Context: an optimization exercise on an open-source flow, tuned for small area. The choices shown serve that exercise and are no tape-out recipe.
Only simulation tests tie the RTL to the original design; equivalence was not proved.
Power and IR drop assume default switching activity.

## exp/pepper
// sync_shfifo
module sync_shfifo #(
    parameter FIFO_WIDTH = 32,
    parameter FIFO_ADDR  = 5,
    parameter FIFO_DEPTH = 1 << FIFO_ADDR,
    parameter FIFO_AE_THRESHOLD = 1,
    parameter FIFO_AF_THRESHOLD = FIFO_DEPTH -1)
(
    input                           clk,
    input                           rst_n,
    input                           fifo_wen,
    input      [FIFO_WIDTH-1 :0]    fifo_wdat,
    input                           fifo_ren,
    output     [FIFO_WIDTH-1 :0]    fifo_rdat,
    output                          fifo_empty,
    output                          fifo_full,
    output                          fifo_aempty,
    output                          fifo_afull,
    output     [FIFO_ADDR :0]       fifo_wcnt,
    output reg [FIFO_ADDR :0]       fifo_rcnt,
    output reg                      fifo_wr_full_err,
    output reg                      fifo_rd_empty_err
);
export LEC_CHECK = 0
export CAP_MARGIN = 10
export CORE_MARGIN = 2
export CORE_UTILIZATION = 65
export CTS_BUF_LIST = sky130_fd_sc_hd__clkbuf_16
export CTS_CLUSTER_DIAMETER = 60
export CTS_CLUSTER_SIZE = 32
export SLEW_MARGIN = 10
export SYNTH_HIERARCHICAL = 1
create_clock -name core_clock -period 7.0 [get_ports {clk}]
standard.sh (not shown) runs the stock make flow with config.mk's settings and CLKGATE_MAP_FILE= SYNTH_SCRIPT=/design/flow/synth_recipe.tcl, a recipe that flattens the netlist after the stock synthesis.
==> flow/flow/run.sh <==
#!/bin/bash
# Standard ORFS layout (the standard.sh, standard synthesis unchanged);
# the only change: port buffers are sky130_fd_sc_hd__buf_1 (repair_design
# then sizes up or buffers the ones with large loads).
set -uo pipefail
export BUFFER_PORTS_ARGS="-buffer_cell sky130_fd_sc_hd__buf_1"
bash standard.sh > standard.log 2>&1
rc=$?
mkdir -p orfs_logs
cp -r orfs/logs/. orfs_logs/ 2>/dev/null || true
exit $rc
Having completed the whole flow, exp/pepper delivered a layout that passed the timing, DRC and antenna checks.
Changes in exp/willow relative to exp/pepper:
- CTS_CLUSTER_SIZE: 32 -> 10
- CTS_CLUSTER_DIAMETER: 60 -> 40
- CTS_BUF_LIST: sky130_fd_sc_hd__clkbuf_16 -> sky130_fd_sc_hd__clkbuf_4
## What came out
- Critical path depth: exp/willow vs exp/pepper, no meaningful difference
- Maximum fanout encountered on the critical timing path in exp/willow vs exp/pepper: up 1
- In exp/willow, the detailed-routing iteration count for the pre-antenna-repair pass came out 1 above the value in exp/pepper.
- [compare] base=exp/pepper new=exp/willow: met2 track demand over resource went up 0.39 points; setup clock skew after layout fell by 0.012 ns.
- Status: overall power parity (exp/pepper, exp/willow)
Edits applied to the flow inputs when going from exp/willow to exp/yarrow:
- swapping 65 for 55 in CORE_UTILIZATION
- swapping 10 for 16 in CTS_CLUSTER_SIZE
- swapping sky130_fd_sc_hd__clkbuf_4 for sky130_fd_sc_hd__clkbuf_8 in CTS_BUF_LIST
- swapping 40 for 60 in CTS_CLUSTER_DIAMETER
### Flow results
- From exp/willow to exp/yarrow the numbers moved as follows: global-route met2 utilization decreased by 10 points relative to the old numbers; clock skew fell by 0.0055 ns; share of total power in sequential cells increased 2.3 points.
- Per the comparison of exp/yarrow with exp/willow, minimum clock period after layout went down 0.27 ns; smallest setup slack after layout went up 0.27 ns.
- The total chip power number comes out higher for exp/willow vs exp/yarrow.
- Run comparison: exp/yarrow worst min-delay path category flop to flop; exp/willow worst min-delay path category input pin to asynchronous set/reset pin
- exp/yarrow vs exp/willow, launching instance or port of the critical path: fifo_rd_ptr[2] vs fifo_rd_ptr[1]
- Taking exp/willow as the reference, in exp/yarrow logic gate share of total power climbed 1.1 points, first-iteration DRC count now larger.
- In the tables for exp/willow and exp/yarrow, number of antenna cells inserted reads higher with exp/willow.
Edits applied to the flow inputs when going from exp/yarrow to exp/indigo:
- swapping 55 for 70 in CORE_UTILIZATION
## What came out
The final area of exp/yarrow and that of exp/indigo are within noise of each other.
[compare] base=exp/yarrow new=exp/indigo: maximum frequency rose 2.0%, clock network power share rose 0.4 points, final setup slack of the worst path rose 0.10 ns.

afterwards: timing with drivers on the ports:
In the flow no input, the clock included, has a driving cell. The finished layouts below were timed again as built, in two steps. Step 1, drivers: a clkbuf_16 drives clk and a buf_2 each remaining input, both assumed. Step 2, shift: input delay + t, output delay - t, t = (earliest + latest rising clock arrival at the registers) / 2. This alone moves slack from input paths to output paths. Slacks: ideal ports / drivers / drivers and shift; pairs: ideal ports / drivers.
run	t (ns)	setup slack, ns	worst setup path at the end	pins driven straight from the clock port
exp/pepper	0.694	1.913 / 1.853 / 2.546	register to output	1
exp/willow	1.081	1.497 / 1.437 / 2.518	register to output	1
exp/yarrow	0.738	1.770 / 1.710 / 2.448	register to output	1
exp/indigo	0.742	1.873 / 1.815 / 2.558	register to output	1
After both steps setup and hold are still met in every run listed.
